This design comes from an exercise in tuning for small area on the open sky130 flow, not from production work. The RTL was checked by simulation tests, not by an equivalence proof against the original design.

## flow/design.v (module list and top-level ports; edited modules follow where they fit)
// module line_buf: 9 lines
// module fa: 4 lines
// module sel3: 3 lines
// module wsum: 9 lines
// module ha: 4 lines
// module rowstage0: 829 lines
// module rowstage: 867 lines
// module decoder: 11 lines
// module control: 16 lines
// module convolution: 57 lines
module convolution #(parameter BW1=16, BW2=16, STRIDE=1, xs=32, ws=5)
	(input iCLK, iRSTn, iWren,
	 input [4:0] iADDR,
	 input [7:0] iWeight,
	 input signed [7:0] iX,
	 input iValid,
	 output signed [BW2-1:0] oPsum,
	 output oValid);
  // ...
==> flow/run.sh <==
#!/bin/bash
# synth_recipe.tcl (not shown) runs the flow's synth.tcl, then flattens the netlist and writes it again
# the make line also repeats each setting of config.mk as NAME=value (left out here)
make -C /OpenROAD-flow-scripts/flow DESIGN_CONFIG=/design/flow/config.mk WORK_HOME=/design/flow/orfs CLKGATE_MAP_FILE= SYNTH_SCRIPT=/design/flow/synth_recipe.tcl finish
==> flow/config.mk <==
export PLATFORM = sky130hd
export DESIGN_NAME = convolution
export DESIGN_NICKNAME = convolution
export VERILOG_FILES = /design/flow/design.v
export SDC_FILE = /design/flow/constraint.sdc
export NUM_CORES = 4
export LEC_CHECK = 0
export CAP_MARGIN = 20
export CORE_MARGIN = 2
export CORE_UTILIZATION = 40
export CTS_CLUSTER_DIAMETER = 150
export CTS_CLUSTER_SIZE = 22
export PLACE_DENSITY = 0.6
export SLEW_MARGIN = 20
export SYNTH_HIERARCHICAL = 1
export SYNTH_MINIMUM_KEEP_SIZE = 0
==> flow/constraint.sdc <==
create_clock -name core_clock -period 8.0 [get_ports {iCLK}]
set_input_delay 1.6000 -clock core_clock [delete_from_list [all_inputs] [get_ports {iCLK}]]
set_output_delay 1.6000 -clock core_clock [all_outputs]
set_load 0.01 [all_outputs]
==> out/metrics.csv, run 1 <==
stage;metric;value;unit
layout;Nets;6324;
job;Max-cap violations;0;
layout;Design Area, Final;75700;um2
layout;multi-input combinational area share;0.523;
layout;Area-dominant class;multi-input combinational cells;
route;Detail Route Antenna Nets;0;
grt;antenna violations before repair;4;
critical_path;Startpoint Class;flop;
critical_path;crit-path cells;nor2b_1 > a222oi_1 > fa_1 > fa_1 > fa_1 > fa_1 > fa_1 > fa_1 > fa_1 > ha_1 > a21oi_1 > o21ai_0 > a31oi_1 > o41ai_4 > xnor2_2 > and2b_1 > a221oi_1;
route;1st-iter DRT viols;9003;
route;DRT Wirelength;197;mm
critical_path;Worst path depth;17;
layout;layout overhead on the synthesized area;7.40;%
clock_network;post-CTS sizing;0;
synth;Synth Area per Inst;13.9;um2
critical_path;Most Frequent Cell on Critical Path;fa_1;
sta;RSZ-0062 raised after global routing;no;
critical_path;worst-case reg-to-reg path depth;17;
layout;Seq/total area;0.388;
critical_path;Reg2Reg Capture Point;rout[3];
sta;Period Utilization, post-route;0.886;
sta;Worst Skew;0.0598;ns
floorplan;Core Rows;154;
critical_path;WP data required;8.66;ns
run_status;status;finished clean;
grt;number of global-route vias before repair;46960;
floorplan;Initial Utilization;0.402;
route;routed wl met3;16.9;mm
place;hpwl dp;147;mm
layout;non-clock inverter count in the final layout;235;
==> module decoder, before the edit <==
module decoder(input iCLK, iRSTn, iWren,
	input [4:0] iAddr,
	input [7:0] iWeight,
	output reg [199:0] oW);
integer a;
always @(posedge iCLK, negedge iRSTn)
	if (!iRSTn) oW <= 200'd0;
	else if (iWren)
		for (a = 0; a < 25; a = a + 1)
			if (iAddr == a) oW[8*a +: 8] <= iWeight;
endmodule
==> run 2, diff against run 1 <==
--- a/flow/design.v
+++ b/flow/design.v
@@ -1730,7 +1730,6 @@
 integer a;
-always @(posedge iCLK, negedge iRSTn)
-	if (!iRSTn) oW <= 200'd0;
-	else if (iWren)
-		for (a = 0; a < 25; a = a + 1)
-			if (iAddr == a) oW[8*a +: 8] <= iWeight;
+wire [7:0] d = iWeight & {8{iRSTn}};
+always @(posedge iCLK)
+	for (a = 0; a < 25; a = a + 1)
+		if (!iRSTn || (iWren && iAddr == a)) oW[8*a +: 8] <= d;
 endmodule
--- a/flow/config.mk
+++ b/flow/config.mk
@@ -12,2 +12,3 @@
 export CTS_CLUSTER_SIZE = 22
+export GPL_TIMING_DRIVEN = 0
 export PLACE_DENSITY = 0.6
==> run 2 against run 1 <==
Compared with the run above:
- sequential share of layout area rose by 1.7 points
- clock skew fell by 0.0056 ns
- critical path depth rose by 2
- cell area fell by 1.0%
- fmax fell by 2.0%
- sequential cell count did not move
- critical path type unchanged
- count of clock-buffer cells in the layout fell by 6
- cell count fell by 2.0%
- global-route usage rose by 0.20 points
==> out/metrics.csv, run 2 <==
stage;metric;value;unit;change
min_path;WHS Endpoint;lb.sr[75];;
critical_path;CP bufs+invs;2;;
route;DRT Wirelength;194;mm;-1.5%
grt;antenna violations before repair;5;;+1
clock_network;Post-CTS Setup Bufs;0;;
sta;final hold violations;0;;
sta;slew margin rel.;0.252;;
synth;Post-Syn Area;69200;um2;
critical_path;Reg2Reg Capture Point;r0[4];;
place;hpwl dp;147;mm;+0.16%
route;drc violations;0;;
floorplan;DIE HEIGHT;420;um;
layout;most frequent cells in the layout;1,202 x dfxtp_1, 1,040 x fa_1, 720 x a222oi_1;;
route;via count;43996;;
place;Port-buffer cells;40;;
critical_path;WP data required;8.61;ns;-0.05 ns
grt;largest net degree at the start of global routing;26;;
layout;Multi-input gate area;37400;um2;
critical_path;crit path kind;flop to flop;;
critical_path;CP Capture Type;flop;;
floorplan;Initial Utilization;0.403;;+0.00138
grt;grt ovf;0;;
sta;Worst Skew;0.0542;ns;-0.00563 ns
sta;setup violators final;0;;
sta;Worst Tran Pin Value;1.12;ns;
critical_path;Worst Path Max Fanout;9;;
sta;max frequency;0.138;GHz;
critical_path;FF-to-FF setup slack;0.77;ns;
clock_network;clk buf depth;3;;
critical_path;CP top delay family;adder cells;;
layout;fill count;15604;;
route;1st-iter DRT viols;8565;;-4.9%
critical_path;Worst R2R Start;lb.sr[1010];;
sta;worst hold slack;0.300;ns;
critical_path;crit-path cells;nor2b_1 > a222oi_1 > fa_1 > fa_1 > fa_1 > fa_1 > fa_1 > fa_1 > fa_1 > ha_1 > buf_2 > nand2_1 > nor2_1 > a21o_1 > mux2_2 > nor2_1 > clkbuf_1 > a21oi_1 > o21ai_0;;
clock_network;clock slew at reported path FFs;0.09;ns;
sta;setup TNS;0;ns;
critical_path;Startpoint Class;flop;;
sta;fin crit period;7.23;ns;
critical_path;CP max stage cell;nor2b_1;;
clock_network;clock root cell;clkbuf_16;;
layout;Regs by FF count;lb.sr x1032, dec1.oW x200;;
floorplan;Die X-Extent;420;um;
min_path;hold_sp;lb.sr[67];;
clock_network;H-Tree Depth;3;;
route;routed len/inst;26.4;um;
layout;Seq. cell area;30400;um2;
critical_path;worst-case reg-to-reg path depth;19;;+2
sta;RSZ-0062 raised after global routing;no;;
synth;Synth Area per Inst;14.2;um2;+2.6%
clock_network;post-CTS sizing;0;;unchanged
layout;share of layout cells above drive strength 1;0.0457;;
grt;gr usage total;0.222;;
min_path;Hold WC Path Type;flop to flop;;
critical_path;Arrival @ worst endpoint;7.84;ns;
clock_network;Worst-Skew Late Latency;0.73;ns;
layout;Biggest register;lb.sr;;
sta;Period Utilization, post-route;0.904;;+0.0182
job;Max-cap violations;0;;unchanged
layout;Largest register FFs;1032;;
sta;Pins Over Slew Limit;0;;
floorplan;Core Region;172000;um2;
layout;layout overhead on the synthesized area;8.31;%;
place;GP Congestion;0.983;;
synth;yosys warns;14;;
floorplan;die area;176000;um2;
critical_path;crit-path max cell delay;0.75;ns;
min_path;Worst Hold Depth;0;;
layout;most common cell after layout, fill and taps aside;dfxtp_1;;
route;drt first pass iters;15;;
floorplan;Core Rows;152;;-1.3%
critical_path;Most Frequent Cell on Critical Path;fa_1;;
synth;Post-Synthesis Cells;4856;;
clock_network;cts hold-fix bufs;0;;
route;via/cell ratio;5.99;;
synth;syn_nets;6068;;
clock_network;TritonCTS Buffers;76;;
route;Detail Route Antenna Nets;0;;unchanged
grt;number of global-route vias before repair;45785;;-2.5%
clock_network;clk sinks;1414;;
run_status;status;finished clean;;
grt;first-pass GRT wire length;295;mm;
clock_network;CTS tree;built;;
floorplan;I/O pin count;42;;
layout;Nets;6209;;-1.8%
[run 2: cell type report]
type                            instances  area share
Timing Repair Buffer                   63     0.00865
Clock inverter                         11     0.00182
Sequential cell                      1414       0.405
Antenna cell                            1   0.0000334
Buffer                                104     0.00721
Clock buffer                          101      0.0272
Inverter                              235      0.0118
Multi-Input combinational cell       3103       0.500
Tap cell                             2310      0.0386
[run 2: worst max-delay path by stage]
stage                start     end  slack, ns  cells after the start
6_report       lb.sr[1010]   r0[4]       0.77                     19
4_1_cts         dec1.oW[7]   r0[4]       0.88                     19
3_3_place_gp    dec1.oW[7]  r0[11]       0.93                     17
5_1_grt         lb.sr[770]   r1[8]       0.47                     18
3_5_place_dp    dec1.oW[7]   r0[4]       0.92                     19
2_1_floorplan   dec1.oW[7]  r0[11]       1.54                     18
[run 2: metrics by stage]
stage          cell area (um2)  instances  worst slack [ns]   util
2_1_floorplan            69200       4856              1.54      -
3_3_place_gp             72500       7206             0.934  0.422
3_5_place_dp             72800       7229             0.923  0.424
4_1_cts                  74900       7341             0.884  0.436
5_1_grt                  74900       7341             0.475  0.436
6_report                 74900       7342             0.766  0.436
[run 2: layer usage]
| layer | vias up | part of all wire | track usage |
|---|---|---|---|
| met2 | 2429 | 0.47 | 0.352 |
| met3 | 376 | 0.087 | 0.0377 |
| met1 | 22754 | 0.41 | 0.307 |
| li1 | 18437 | - | - |
| met4 | 0 | 0.040 | 0.0807 |
| met5 | - | 0 | 0 |
==> run 3, diff against run 2 <==
--- a/flow/config.mk
+++ b/flow/config.mk
@@ -12,3 +12,2 @@
 export CTS_CLUSTER_SIZE = 22
-export GPL_TIMING_DRIVEN = 0
 export PLACE_DENSITY = 0.6
==> run 3 against run 2 <==
Compared with the run above:
- worst setup slack worse by 0.010 ns
- critical endpoint is now r0[12]
- utilization fell by 0.19 points
- critical path type unchanged
- critical path depth fell by 2
- via count is 0.13% lower
- non-clock buffer count fell by 52
==> out/metrics.csv, run 3 <==
stage;metric;value;unit;change
run_status;status;finished clean;;
layout;Nets;6155;;-0.87%
critical_path;CP max stage cell;nor2b_1;;
route;via count;43939;;-0.13%
grt;gr usage total;0.223;;+0.000340
clock_network;CTS tree;built;;
route;routed wl met3;16.8;mm;-0.61%
layout;Largest register FFs;1032;;unchanged
sta;setup TNS;0;ns;unchanged
floorplan;DIE HEIGHT;420;um;unchanged
critical_path;Startpoint Class;flop;;
grt;number of global-route vias before repair;45472;;-0.68%
route;met2 wire length;89.8;mm;-0.38%
clock_network;clock slew at reported path FFs;0.11;ns;+0.02 ns
critical_path;Setup crit start;lb.sr[1019];;
critical_path;WP data required;8.64;ns;+0.03 ns
sta;fin crit period;7.24;ns;+0.0102 ns
layout;Biggest register;lb.sr;;
layout;most frequent cells in the layout;1,202 x dfxtp_1, 1,040 x fa_1, 720 x a222oi_1;;
grt;first-pass GRT wire length;295;mm;-0.12%
place;Post-Place Worst Slack;0.889;ns;-0.0341 ns
floorplan;die area;176000;um2;unchanged
grt;grt ovf;0;;unchanged
synth;yosys warns;14;;unchanged
place;GP Congestion;0.933;;-5.1%
critical_path;CP bufs+invs;0;;-2
route;Detail Route Antenna Nets;0;;unchanged
sta;final hold violations;0;;unchanged
layout;share of layout cells above drive strength 1;0.0470;;+0.00131
clock_network;cts hold-fix bufs;0;;unchanged
critical_path;crit-path max cell delay;0.58;ns;-0.17 ns
clock_network;post-CTS sizing;0;;unchanged
route;drt first pass iters;17;;+2
clock_network;TritonCTS Buffers;74;;-2.6%
critical_path;Worst R2R Start;lb.sr[1019];;
clock_network;H-Tree Depth;3;;unchanged
critical_path;CP Capture Type;flop;;
layout;Regs by FF count;lb.sr x1032, dec1.oW x200;;
sta;setup violators final;0;;unchanged
place;Port-buffer cells;41;;+2.5%
critical_path;Most Frequent Cell on Critical Path;fa_1;;
sta;slew margin rel.;0.249;;-0.00294
grt;antenna violations before repair;6;;+1
critical_path;Arrival @ worst endpoint;7.88;ns;+0.04 ns
route;routed len/inst;26.8;um;+1.5%
floorplan;Initial Utilization;0.403;;unchanged
synth;Post-Syn Area;69200;um2;unchanged
synth;Synth Area per Inst;14.2;um2;unchanged
floorplan;Core Region;172000;um2;unchanged
critical_path;crit-path cells;nor2b_1 > a222oi_1 > fa_1 > fa_1 > fa_1 > fa_1 > fa_1 > fa_1 > fa_1 > ha_1 > nand2_1 > nor2_1 > a21o_1 > mux2_2 > nor2_1 > o21a_1 > o21a_1;;
layout;fin util;0.434;;-0.00189
sta;RSZ-0062 raised after global routing;no;;
critical_path;CP top delay family;adder cells;;
min_path;hold_sp;lb.sr[168];;
sta;Worst Skew;0.0674;ns;+0.0132 ns
sta;Period Utilization, post-route;0.906;;+0.00128
floorplan;Core Rows;152;;unchanged
sta;max frequency;0.138;GHz;-0.14%
sta;worst setup margin;0.756;ns;-0.0102 ns
grt;largest net degree at the start of global routing;46;;+77%
route;DRT Wirelength;195;mm;+0.72%
sta;Worst Tran Pin Value;1.13;ns;+0.00441 ns
clock_network;Post-CTS Setup Bufs;0;;unchanged
clock_network;clk buf depth;3;;unchanged
clock_network;clk sinks;1414;;unchanged
clock_network;Worst-Skew Late Latency;0.75;ns;+0.02 ns
route;1st-iter DRT viols;9278;;+8.3%
place;hpwl dp;146;mm;-0.96%
floorplan;I/O pin count;42;;unchanged
route;via/cell ratio;6.03;;+0.62%
layout;most common cell after layout, fill and taps aside;dfxtp_1;;
sta;Pins Over Slew Limit;0;;unchanged
layout;layout overhead on the synthesized area;7.84;%;
critical_path;Worst Path Max Fanout;11;;+2
synth;Post-Synthesis Cells;4856;;unchanged
floorplan;Die X-Extent;420;um;unchanged
route;Metal-1 WL;79.7;mm;+0.84%
job;Max-cap violations;0;;unchanged
critical_path;crit path kind;flop to flop;;
route;top routing layer in use;met4;;
clock_network;clock root cell;clkbuf_16;;
route;drc violations;0;;unchanged
synth;syn_nets;6068;;unchanged
min_path;Hold WC Path Type;flop to flop;;
## run 3: path summary, 6_finish.rpt
kind	depth (start not counted)	end	slack [ns]
min in group asynchronous	1	cc1.oValid	0.96
hold reg to reg	0	lb.sr[176]	0.27
setup / recovery	17	r0[12]	0.76
setup reg to reg	17	r0[12]	0.76
hold / removal	0	lb.sr[176]	0.27
max in group asynchronous	1	cc1.cnt[7]	6.48
## run 3: worst register-to-register path: stages, from the launching register on
cell and delay [ns]:
dfxtp_1 0.46, nor2b_1 0.58, a222oi_1 0.24, fa_1 0.54, fa_1 0.47, fa_1 0.57
fa_1 0.47, fa_1 0.41, fa_1 0.51, fa_1 0.41, ha_1 0.42, nand2_1 0.09
nor2_1 0.36, a21o_1 0.20, mux2_2 0.34, nor2_1 0.47, o21a_1 0.41, o21a_1 0.18
## run 3: layer usage
layer / vias to the layer above / track usage
met4: 0 / 0.0879
met3: 438 / 0.0376
met2: 2547 / 0.351
li1: 18307 / -
met1: 22647 / 0.307
met5: - / 0
## run 3: area by class of cell
cell class	instances	area [um2]
repair buffers	115	961
multi-input cells	3103	37400
well taps	2310	2890
fillers	15566	97100
diodes	1	2.50
flip-flops and latches	1414	30400
clock buffers	103	2020
clock inverters	6	82.6
inverters	235	882
## run 3: metrics by stage
step	hold WS [ns]	instance area, um2	instances
final	0.267	74600	7287
after global routing	0.285	74600	7287
after CTS	0.269	74600	7285
after detailed placement	0.312	72500	7176
after global placement	0.310	72500	7176
after floorplan	0.310	69200	4856
==> run 4, diff against run 3 <==
--- a/flow/config.mk
+++ b/flow/config.mk
@@ -12,3 +12,3 @@
 export CTS_CLUSTER_SIZE = 22
-export PLACE_DENSITY = 0.6
+export PLACE_DENSITY = 0.5
 export SLEW_MARGIN = 20
==> run 4 against run 3 <==
Compared with the run above:
- hold slack improved by 0.017 ns
- cell area grew 0.12%
- die area stayed put
- synthesized cell count unchanged
- area after synthesis is the same
- routed wire length increased by 1.9%
- highest routed layer is now met5
==> out/metrics.csv, run 4 <==
stage;metric;value;unit;change
clock_network;clock root cell;clkbuf_16;;
layout;Design Area, Final;74700;um2;+0.12%
clock_network;post-CTS sizing;0;;unchanged
route;DRT Wirelength;199;mm;+1.9%
place;post-placement cell area;72500;um2;about the same
grt;antenna violations before repair;1;;-5
critical_path;WP data required;8.68;ns;+0.04 ns
synth;yosys warns;14;;unchanged
sta;fin crit period;7.31;ns;+0.0667 ns
layout;most common cell after layout, fill and taps aside;dfxtp_1;;
layout;layout overhead on the synthesized area;7.97;%;
critical_path;Worst Path Max Fanout;11;;unchanged
synth;syn_nets;6068;;unchanged
critical_path;CP Capture Type;flop;;
sta;Period Utilization, post-route;0.914;;+0.00834
floorplan;Initial Utilization;0.403;;unchanged
grt;gr usage total;0.229;;+0.00589
route;via count;43798;;-0.32%
clock_network;Post-CTS Setup Bufs;0;;unchanged
route;1st-iter DRT viols;8898;;-4.1%
layout;Regs by FF count;lb.sr x1032, dec1.oW x200;;
sta;slew margin rel.;0.276;;+0.0277
grt;largest net degree at the start of global routing;46;;unchanged
synth;Post-Syn Area;69200;um2;unchanged
synth;Synth Area per Inst;14.2;um2;unchanged
place;hpwl dp;150;mm;+2.7%
grt;number of global-route vias before repair;45642;;+0.37%
critical_path;crit path kind;flop to flop;;
layout;fill count;15633;;+0.43%
layout;most frequent cells in the layout;1,202 x dfxtp_1, 1,040 x fa_1, 720 x a222oi_1;;
clock_network;cts hold-fix bufs;0;;unchanged
floorplan;Core Region;172000;um2;unchanged
layout;Nets;6158;;+0.049%
clock_network;TritonCTS Buffers;75;;+1.4%
sta;Worst Tran Pin Value;1.09;ns;-0.0416 ns
sta;RSZ-0062 raised after global routing;no;;
grt;grt ovf;0;;unchanged
clock_network;CTS tree;built;;
floorplan;I/O pin count;42;;unchanged
grt;first-pass GRT wire length;301;mm;+2.1%
place;GP Congestion;0.935;;+0.13%
sta;setup TNS;0;ns;unchanged
route;via/cell ratio;6.00;;-0.48%
critical_path;Startpoint Class;flop;;
floorplan;Die X-Extent;420;um;unchanged
clock_network;clk sinks;1414;;unchanged
sta;Worst Skew;0.0656;ns;-0.00183 ns
synth;Post-Synthesis Cells;4856;;unchanged
sta;setup violators final;0;;unchanged
route;drt first pass iters;14;;-3
critical_path;Arrival @ worst endpoint;7.99;ns;+0.11 ns
clock_network;clk buf depth;3;;unchanged
sta;max frequency;0.137;GHz;-0.91%
floorplan;Core Rows;152;;unchanged
route;routed len/inst;27.3;um;+1.7%
layout;Biggest register;lb.sr;;
route;Detail Route Antenna Nets;0;;unchanged
floorplan;die area;176000;um2;unchanged
min_path;Hold WC Path Type;flop to flop;;
layout;share of layout cells above drive strength 1;0.0477;;+0.000718
clock_network;clock slew at reported path FFs;0.10;ns;about the same
clock_network;H-Tree Depth;3;;unchanged
floorplan;DIE HEIGHT;420;um;unchanged
layout;Largest register FFs;1032;;unchanged
route;drc violations;0;;unchanged
sta;final hold violations;0;;unchanged
place;Port-buffer cells;41;;unchanged
run_status;status;finished clean;;
job;Max-cap violations;0;;unchanged
sta;Pins Over Slew Limit;0;;unchanged
clock_network;Worst-Skew Late Latency;0.76;ns;about the same
[run 4: cell type report]
cell class,count,area [um2],share of cell area
diodes,4,10.0,0.000134
repair buffers,117,976,0.0131
well taps,2310,2890,0.0387
inverters,235,882,0.0118
flip-flops and latches,1414,30400,0.407
clock inverters,7,106,0.00142
clock buffers,109,2070,0.0277
multi-input cells,3103,37400,0.501
[run 4: critical path, stage by stage, from the launching register on]
cell and delay (ns):
dfxtp_1 0.36, nor2b_1 0.62, a222oi_1 0.29, fa_1 0.54, fa_1 0.47, fa_1 0.57
fa_1 0.45, fa_1 0.42, fa_1 0.53, fa_1 0.43, ha_1 0.42, nand2_1 0.11
nor2_1 0.39, a21o_1 0.20, mux2_2 0.35, nor2_1 0.48, o21a_1 0.43, o21a_1 0.17
[run 4: routing by layer]
layer	vias to the layer above	share of wire	GRT usage
met3	342	0.088	0.0435
met5	-	0.000035	0
met1	22784	0.42	0.323
met4	2	0.033	0.0713
met2	2365	0.46	0.355
li1	18305	-	-
[run 4: path summary, 6_finish.rpt]
path,start,to,slack (ns),cells past startpoint
hold reg to reg,lb.sr[976],lb.sr[984],0.28,0
hold / removal,lb.sr[976],lb.sr[984],0.28,0
setup / recovery,lb.sr[1019],r0[12],0.69,17
setup reg to reg,lb.sr[1019],r0[12],0.69,17
max in group asynchronous,iRSTn,cc1.cnt[3],6.59,1
min in group asynchronous,iRSTn,cc1.oValid,0.91,1
[run 4: stage by stage]
step	cells	utilization	setup WS [ns]	hold WS [ns]
detailed placement	7179	0.422	0.837	0.312
floorplan	4856	-	1.54	0.310
global placement	7179	0.422	0.949	0.310
finish	7299	0.435	0.689	0.284
global route	7295	0.435	0.409	0.301
CTS	7295	0.435	0.804	0.299

what the ideal ports hide:
Ports are ideal in the flow. The routed layouts listed here were re-timed in OpenROAD.
Step 1 (the two cells are an assumption about what drives the block):
set clk [get_ports {iCLK}]
set_driving_cell -lib_cell sky130_fd_sc_hd__clkbuf_16 $clk
set_driving_cell -lib_cell sky130_fd_sc_hd__buf_2 [delete_from_list [all_inputs] $clk]
Step 2 also shifts input and output timing later by t, the mid clock arrival at the registers, as if the neighbouring blocks saw the same clock.
Three values: no drivers, after step 1, after step 2; two values: the first two.
run	t (ns)	slack for setup (ns)	cell pins on the clock port's net
run 1	0.799	0.912 / 0.912 / 0.912	1
run 2	0.780	0.766 / 0.766 / 0.766	1
run 3	0.791	0.756 / 0.756 / 0.756	1
run 4	0.819	0.689 / 0.689 / 0.689	1
After both steps setup and hold are still met in every run listed.
